What follows belongs to an exercise in optimizing a design on an open flow for small area, a short achievable clock period and few clock cycles; a production flow would make more cautious choices.
At most, simulation tests tie the RTL to the original design; equivalence was not proved.
No activity file was given, so power comes from the tool's default toggle rates.

Setup of lane 1:
// cpu
module cpu(
           input        clk,
           input        reset,
           input        prog_we,     
           input  [3:0] prog_addr,   
           input  [7:0] prog_data,   
           output [7:0] out,
           output       out_valid,   
           output       halt_o);
Size: about 610 cells after synthesis, ~170 flip-flops, ~25 I/O pins, ~9000 µm² of cells after synthesis.
==> module cpu, before the edit <==
module cpu(
           input        clk,
           input        reset,
           input        prog_we,     
           input  [3:0] prog_addr,   
           input  [7:0] prog_data,   
           output [7:0] out,
           output       out_valid,   
           output       halt_o);     
   reg [127:0] mem;
   reg [7:0]  ir;       
   reg [3:0]  pc;       
   reg [7:0]  opr;      
   reg        e_ld;     
   reg        e_ar;     
   reg        e_sub;
   reg        e_sta;    
   reg        e_out;
   reg [7:0]  a;
   reg        c, z;
   reg [7:0]  oreg;
   reg        ovalid;
   reg        halted;
   wire [7:0] ax = a ^ {8{e_sub}};
   wire [7:0] g = ax & opr;
   wire [7:0] p = ax | opr;
   wire [8:0] cy;
   genvar ci, cj;
   generate
      for (ci = 0; ci <= 8; ci = ci + 1) begin : cla
         if (ci == 0) begin : c0
            assign cy[0] = 1'b0;
         end else begin : cn
            wire [ci-1:0] t;
            for (cj = 0; cj < ci; cj = cj + 1) begin : term
               if (cj == ci - 1) begin : last
                  assign t[cj] = g[cj];
               end else begin : mid
                  assign t[cj] = g[cj] & (&p[ci-1:cj+1]);
               end
            end
            assign cy[ci] = |t;
         end
      end
   endgenerate
   wire [8:0] sx = {cy[8], ax ^ opr ^ cy[7:0]};
   wire [7:0] res = sx[7:0] ^ {8{e_sub}};
   wire       c_new = sx[8];
   wire [7:0] kin = {a[6:0] | opr[6:0], 1'b0};
   wire       z_new = e_sub ? (a == opr) : &(~(a ^ opr ^ kin));
   wire       c_f = e_ar ? c_new : c;
   wire       z_f = e_ar ? z_new : z;
   wire [3:0] op = ir[7:4];
   wire [3:0] n  = ir[3:0];
   wire d_lda = (op == 4'h1);
   wire d_add = (op == 4'h2);
   wire d_sub = (op == 4'h3);
   wire d_sta = (op == 4'h4);
   wire d_ldi = (op == 4'h5);
   wire d_jmp = (op == 4'h6);
   wire d_jc  = (op == 4'h7);
   wire d_jz  = (op == 4'h8);
   wire d_out = (op == 4'he);
   wire d_hlt = (op == 4'hf);
   wire hold  = d_hlt | (op >= 4'h9 && op <= 4'hd);
   wire uses_n = d_lda | d_add | d_sub | d_jmp | d_jc | d_jz;
   wire hz_n   = e_sta & (opr[3:0] == n) & uses_n;
   wire hz_p   = e_sta & (opr[3:0] == pc);
   wire st_p   = d_sta & (n == pc);
   wire [7:0] rd_n = mem[n*8 +: 8];
   wire [7:0] rd_p = mem[pc*8 +: 8];
   wire taken = d_jmp | (d_jc & c_f) | (d_jz & z_f);
   wire [3:0] n_inc  = {n[3] ^ (&n[2:0]), n[2] ^ (&n[1:0]), n[1] ^ n[0], ~n[0]};
   wire [3:0] pc_inc = {pc[3] ^ (&pc[2:0]), pc[2] ^ (&pc[1:0]), pc[1] ^ pc[0], ~pc[0]};
   wire       jump   = taken & ~reset & ~hz_n;
   wire [7:0] ir_seq = reset ? 8'h00 : (hold | hz_n) ? ir : (st_p | hz_p) ? 8'h00 : rd_p;
   wire [3:0] pc_seq = reset ? 4'd0 : (hold | hz_n | st_p | hz_p) ? pc : pc_inc;
   always @(posedge clk) begin
      ir <= jump ? rd_n : ir_seq;
      pc <= jump ? n_inc : pc_seq;
   end
   always @(posedge clk) begin
      if (reset || hz_n) begin
         e_ld  <= 1'b0;
         e_ar  <= 1'b0;
         e_sub <= 1'b0;
         e_sta <= 1'b0;
         e_out <= 1'b0;
      end else begin
         e_ld  <= d_lda | d_ldi;
         e_ar  <= d_add | d_sub;
         e_sub <= d_sub;
         e_sta <= d_sta;
         e_out <= d_out;
      end
      opr <= (d_ldi | d_sta) ? {4'b0, n} : rd_n;
   end
   always @(posedge clk) begin
      if (reset) begin
         a <= 8'd0;
         c <= 1'b0;
         z <= 1'b0;
         oreg <= 8'd0;
         ovalid <= 1'b0;
         halted <= 1'b0;
      end else begin
         if (e_ld)
           a <= opr;
         else if (e_ar)
           a <= res;
         if (e_ar) begin
            c <= c_new;
            z <= z_new;
         end
         if (e_out)
           oreg <= a;
         ovalid <= e_out;
         if (d_hlt)
           halted <= 1'b1;
      end
   end
   wire       we    = reset ? prog_we : e_sta;
   wire [3:0] waddr = reset ? prog_addr : opr[3:0];
   wire [7:0] wdata = reset ? prog_data : a;
   genvar i;
   generate
      for (i = 0; i < 16; i = i + 1) begin : ram
         always @(posedge clk)
           if (we && waddr == i)
             mem[i*8 +: 8] <= wdata;
      end
   endgenerate
   assign out = oreg;
   assign out_valid = ovalid;
   assign halt_o = halted;
endmodule
export LEC_CHECK = 0
export CAP_MARGIN = 20
export CORE_MARGIN = 2
export CORE_UTILIZATION = 40
export CTS_BUF_LIST = sky130_fd_sc_hd__clkbuf_4 sky130_fd_sc_hd__clkbuf_8
export SETUP_SLACK_MARGIN = 2.2
export SLEW_MARGIN = 20
export TNS_END_PERCENT = 5
create_clock -name core_clock -period 4.5 [get_ports {clk}]
standard.sh (not shown) runs the stock make flow with config.mk's settings and CLKGATE_MAP_FILE= SYNTH_SCRIPT=/design/flow/synth_recipe.tcl, a recipe that flattens the netlist after the stock synthesis.
==> flow/flow/run.sh <==
#!/bin/bash
# Standard layout (standard synthesis unchanged), with two ORFS settings changed:
# - port buffers are sky130_fd_sc_hd__buf_2 instead of the default choice
#   (a slow delay cell), every port still gets its buffer;
# - the resizer may change a gate's size to one with another footprint.
set -euo pipefail
bash standard.sh MATCH_CELL_FOOTPRINT=0 "BUFFER_PORTS_ARGS=-buffer_cell sky130_fd_sc_hd__buf_2" finish > make_finish.log 2>&1
Lane 1 | status: complete | timing, DRC, antenna: pass
The following lists how lane 2 was set up differently from lane 1:
diff --git a/flow/design.v b/flow/design.v
--- a/flow/design.v
+++ b/flow/design.v
@@ -47,12 +47,20 @@
    wire [7:0] res = sx[7:0] ^ {8{e_sub}};
    wire       c_new = sx[8];
    wire [7:0] kin = {a[6:0] | opr[6:0], 1'b0};
    wire       z_new = e_sub ? (a == opr) : &(~(a ^ opr ^ kin));
    wire       c_f = e_ar ? c_new : c;
    wire       z_f = e_ar ? z_new : z;
+   function [7:0] ram_rd(input [127:0] m, input [3:0] ad);
+      integer k;
+      begin
+         ram_rd = 8'd0;
+         for (k = 0; k < 16; k = k + 1)
+           ram_rd = ram_rd | (m[k*8 +: 8] & {8{ad == k}});
+      end
+   endfunction
    wire [3:0] op = ir[7:4];
    wire [3:0] n  = ir[3:0];
    wire d_lda = (op == 4'h1);
    wire d_add = (op == 4'h2);
    wire d_sub = (op == 4'h3);
    wire d_sta = (op == 4'h4);
@@ -64,14 +72,14 @@
    wire d_hlt = (op == 4'hf);
    wire hold  = d_hlt | (op >= 4'h9 && op <= 4'hd);
    wire uses_n = d_lda | d_add | d_sub | d_jmp | d_jc | d_jz;
    wire hz_n   = e_sta & (opr[3:0] == n) & uses_n;
    wire hz_p   = e_sta & (opr[3:0] == pc);
    wire st_p   = d_sta & (n == pc);
-   wire [7:0] rd_n = mem[n*8 +: 8];
-   wire [7:0] rd_p = mem[pc*8 +: 8];
+   wire [7:0] rd_n = ram_rd(mem, n);
+   wire [7:0] rd_p = ram_rd(mem, pc);
    wire taken = d_jmp | (d_jc & c_f) | (d_jz & z_f);
    wire [3:0] n_inc  = {n[3] ^ (&n[2:0]), n[2] ^ (&n[1:0]), n[1] ^ n[0], ~n[0]};
    wire [3:0] pc_inc = {pc[3] ^ (&pc[2:0]), pc[2] ^ (&pc[1:0]), pc[1] ^ pc[0], ~pc[0]};
    wire       jump   = taken & ~reset & ~hz_n;
    wire [7:0] ir_seq = reset ? 8'h00 : (hold | hz_n) ? ir : (st_p | hz_p) ? 8'h00 : rd_p;
    wire [3:0] pc_seq = reset ? 4'd0 : (hold | hz_n | st_p | hz_p) ? pc : pc_inc;
## What came out
- Utilization in lane 2 is 0.56 points higher than in lane 1
- Lane 2: post-synthesis area per instance lower than lane 1
- Lane 2 against lane 1; total chip power is up by a little under 10%.
- The part of the total power dissipated in combinational logic in lane 2 was higher than what lane 1 gave.
- Lower internal reg-to-reg setup slack was reported by lane 1, not lane 2.
- Lower post-synthesis share of cell area spent on full adders, half adders and majority gates among lane 1 and lane 2: lane 1
- | sequential share of power | lane 2 vs lane 1 | 3.5 points lower |
Testbench counts of lane 2, summed over its fixed seeds: cycles 34,429.
The RTL of lane 1 was laid out without a check of its function.

* * *

== run A ==
Another version of the RTL of cpu (not shown whole).
For scale: about 860 cells after synthesis, roughly 25 I/O pins.
==> module cpu, before the edit <==
module cpu(
           input        clk,
           input        reset,
           input        prog_we,     
           input  [3:0] prog_addr,   
           input  [7:0] prog_data,   
           output [7:0] out,
           output       out_valid,   
           output       halt_o);     
   reg [127:0] mem;
   reg [7:0]  ir;       
   reg [3:0]  pc;       
   reg [7:0]  opr;      
   reg        e_ld;     
   reg        e_ar;     
   reg        e_sub;
   reg        e_sta;    
   reg        e_out;
   reg [7:0]  a;
   reg        c, z;
   reg [7:0]  oreg;
   reg        ovalid;
   reg        halted;
   wire [7:0] ax = a ^ {8{e_sub}};
   wire [7:0] g = ax & opr;
   wire [7:0] p = ax | opr;
   wire [8:0] cy;
   genvar ci, cj;
   generate
      for (ci = 0; ci <= 8; ci = ci + 1) begin : cla
         if (ci == 0) begin : c0
            assign cy[0] = 1'b0;
         end else begin : cn
            wire [ci-1:0] t;
            for (cj = 0; cj < ci; cj = cj + 1) begin : term
               if (cj == ci - 1) begin : last
                  assign t[cj] = g[cj];
               end else begin : mid
                  assign t[cj] = g[cj] & (&p[ci-1:cj+1]);
               end
            end
            assign cy[ci] = |t;
         end
      end
   endgenerate
   wire [8:0] sx = {cy[8], ax ^ opr ^ cy[7:0]};
   wire [7:0] res = sx[7:0] ^ {8{e_sub}};
   wire       c_new = sx[8];
   wire [7:0] kin = {a[6:0] | opr[6:0], 1'b0};
   wire       z_new = e_sub ? (a == opr) : &(~(a ^ opr ^ kin));
   wire       c_f = e_ar ? c_new : c;
   wire       z_f = e_ar ? z_new : z;
   function [7:0] ram_rd(input [127:0] m, input [3:0] ad);
      integer k;
      begin
         ram_rd = 8'd0;
         for (k = 0; k < 16; k = k + 1)
           ram_rd = ram_rd | (m[k*8 +: 8] & {8{ad == k}});
      end
   endfunction
   wire [3:0] op = ir[7:4];
   wire [3:0] n  = ir[3:0];
   wire d_lda = (op == 4'h1);
   wire d_add = (op == 4'h2);
   wire d_sub = (op == 4'h3);
   wire d_sta = (op == 4'h4);
   wire d_ldi = (op == 4'h5);
   wire d_jmp = (op == 4'h6);
   wire d_jc  = (op == 4'h7);
   wire d_jz  = (op == 4'h8);
   wire d_out = (op == 4'he);
   wire d_hlt = (op == 4'hf);
   wire hold  = d_hlt | (op >= 4'h9 && op <= 4'hd);
   wire [7:0] rd_n = (e_sta && opr[3:0] == n) ? a : ram_rd(mem, n);
   wire [7:0] rd_p = (e_sta && opr[3:0] == pc) ? a : ram_rd(mem, pc);
   wire taken = d_jmp | (d_jc & c_f) | (d_jz & z_f);
   wire [3:0] n_inc  = {n[3] ^ (&n[2:0]), n[2] ^ (&n[1:0]), n[1] ^ n[0], ~n[0]};
   wire [3:0] pc_inc = {pc[3] ^ (&pc[2:0]), pc[2] ^ (&pc[1:0]), pc[1] ^ pc[0], ~pc[0]};
   wire stall = d_sta && (n == pc);
   always @(posedge clk) begin
      if (reset) begin
         ir <= 8'h00;
         pc <= 4'd0;
      end else if (!hold) begin
         if (stall) begin
            ir <= 8'h00;
         end else if (taken) begin
            ir <= rd_n;
            pc <= n_inc;
         end else begin
            ir <= rd_p;
            pc <= pc_inc;
         end
      end
   end
   always @(posedge clk) begin
      if (reset) begin
         e_ld  <= 1'b0;
         e_ar  <= 1'b0;
         e_sub <= 1'b0;
         e_sta <= 1'b0;
         e_out <= 1'b0;
      end else begin
         e_ld  <= d_lda | d_ldi;
         e_ar  <= d_add | d_sub;
         e_sub <= d_sub;
         e_sta <= d_sta;
         e_out <= d_out;
      end
      opr <= (d_ldi | d_sta) ? {4'b0, n} : rd_n;
   end
   always @(posedge clk) begin
      if (reset) begin
         a <= 8'd0;
         c <= 1'b0;
         z <= 1'b0;
         oreg <= 8'd0;
         ovalid <= 1'b0;
         halted <= 1'b0;
      end else begin
         if (e_ld)
           a <= opr;
         else if (e_ar)
           a <= res;
         if (e_ar) begin
            c <= c_new;
            z <= z_new;
         end
         if (e_out)
           oreg <= a;
         ovalid <= e_out;
         if (d_hlt)
           halted <= 1'b1;
      end
   end
   wire       we    = reset ? prog_we : e_sta;
   wire [3:0] waddr = reset ? prog_addr : opr[3:0];
   wire [7:0] wdata = reset ? prog_data : a;
   genvar i;
   generate
      for (i = 0; i < 16; i = i + 1) begin : ram
         always @(posedge clk)
           if (we && waddr == i)
             mem[i*8 +: 8] <= wdata;
      end
   endgenerate
   assign out = oreg;
   assign out_valid = ovalid;
   assign halt_o = halted;
endmodule
clock: 4.5 ns
lec_check: 0
cap_margin: 20
core_margin: 2
core_utilization: 40
cts_buf_list: sky130_fd_sc_hd__clkbuf_4 sky130_fd_sc_hd__clkbuf_8
setup_slack_margin: 2.5
slew_margin: 20
tns_end_percent: 5
run.sh (not shown) runs the stock make flow with config.mk's settings and CLKGATE_MAP_FILE= SYNTH_SCRIPT=/design/flow/synth_recipe.tcl, a recipe that flattens the netlist after the stock synthesis.
Stock flow here: none of the scripts above is used.
Testbench counts of run A, summed over its fixed seeds: cycles 34,401.
## Diff of input files: run B against run A
--- a/flow/design.v
+++ b/flow/design.v
@@ -68,36 +68,30 @@
    wire d_jmp = (op == 4'h6);
    wire d_jc  = (op == 4'h7);
    wire d_jz  = (op == 4'h8);
    wire d_out = (op == 4'he);
    wire d_hlt = (op == 4'hf);
    wire hold  = d_hlt | (op >= 4'h9 && op <= 4'hd);
-   wire [7:0] rd_n = (e_sta && opr[3:0] == n) ? a : ram_rd(mem, n);
-   wire [7:0] rd_p = (e_sta && opr[3:0] == pc) ? a : ram_rd(mem, pc);
+   wire uses_n = d_lda | d_add | d_sub | d_jmp | d_jc | d_jz;
+   wire hz_n   = e_sta & (opr[3:0] == n) & uses_n;
+   wire hz_p   = e_sta & (opr[3:0] == pc);
+   wire st_p   = d_sta & (n == pc);
+   wire [7:0] rd_n = ram_rd(mem, n);
+   wire [7:0] rd_p = ram_rd(mem, pc);
    wire taken = d_jmp | (d_jc & c_f) | (d_jz & z_f);
    wire [3:0] n_inc  = {n[3] ^ (&n[2:0]), n[2] ^ (&n[1:0]), n[1] ^ n[0], ~n[0]};
    wire [3:0] pc_inc = {pc[3] ^ (&pc[2:0]), pc[2] ^ (&pc[1:0]), pc[1] ^ pc[0], ~pc[0]};
-   wire stall = d_sta && (n == pc);
+   wire       jump   = taken & ~reset & ~hz_n;
+   wire [7:0] ir_seq = reset ? 8'h00 : (hold | hz_n) ? ir : (st_p | hz_p) ? 8'h00 : rd_p;
+   wire [3:0] pc_seq = reset ? 4'd0 : (hold | hz_n | st_p | hz_p) ? pc : pc_inc;
    always @(posedge clk) begin
-      if (reset) begin
-         ir <= 8'h00;
-         pc <= 4'd0;
-      end else if (!hold) begin
-         if (stall) begin
-            ir <= 8'h00;
-         end else if (taken) begin
-            ir <= rd_n;
-            pc <= n_inc;
-         end else begin
-            ir <= rd_p;
-            pc <= pc_inc;
-         end
-      end
+      ir <= jump ? rd_n : ir_seq;
+      pc <= jump ? n_inc : pc_seq;
    end
    always @(posedge clk) begin
-      if (reset) begin
+      if (reset || hz_n) begin
          e_ld  <= 1'b0;
          e_ar  <= 1'b0;
          e_sub <= 1'b0;
          e_sta <= 1'b0;
          e_out <= 1'b0;
       end else begin
- Summary of the comparison: fraction of area in multi-input gates is lower in run B, relative to run A.
- Run B vs. run A: count of flip-flops with a built-in enable after synthesis went up by 12, measured slew at the worst slew-check pin picked up an extra 70 ps, total design power saw an increase, sequential share of cell area -4.1 points.
- The lower netlist area before placement came out of run B.
- Against run A, run B reports a final area that is higher.
- [compare] base=run A new=run B: final worst-path setup slack +56 ps, die boundary width decreased about 0.6%.
- In the final design statistics, run B uses more standard cells in total than run A.
- Die outline area: run B better than run A
Testbench counts of run B, summed over its fixed seeds: cycles 34,429.

[static timing again, ports no longer ideal]
How much do the figures lean on ideal ports? The routed layouts below were timed once more, with nothing changed but the port constraints.
Step 1 sets driving cells, clkbuf_16 on the clock port and buf_2 on the other inputs (assumed; they add their load-dependent delay and slew).
Step 2 adds t to the input delays and takes it off the output delays; t is the mean of the earliest and latest rising clock arrival at the registers after step 1. Input paths then give back, and output paths get back, about the clock's delay inside the block.
a / b / c = ideal ports / drivers / drivers and shift; a / b = the first two.
run	t, ns	slack for setup (ns)	worst setup path at the end
lane 1	0.504	1.966 / 1.966 / 1.577	input to register
lane 2	0.508	2.107 / 2.107 / 1.691	input to register
run A	0.509	1.984 / 1.985 / 1.493	input to register
run B	0.506	2.039 / 2.039 / 1.673	input to register
After both steps setup and hold are still met in every run listed. For run A, which loses most, drivers alone change the setup slack by +0.001 ns; drivers and shift together by -0.491 ns.
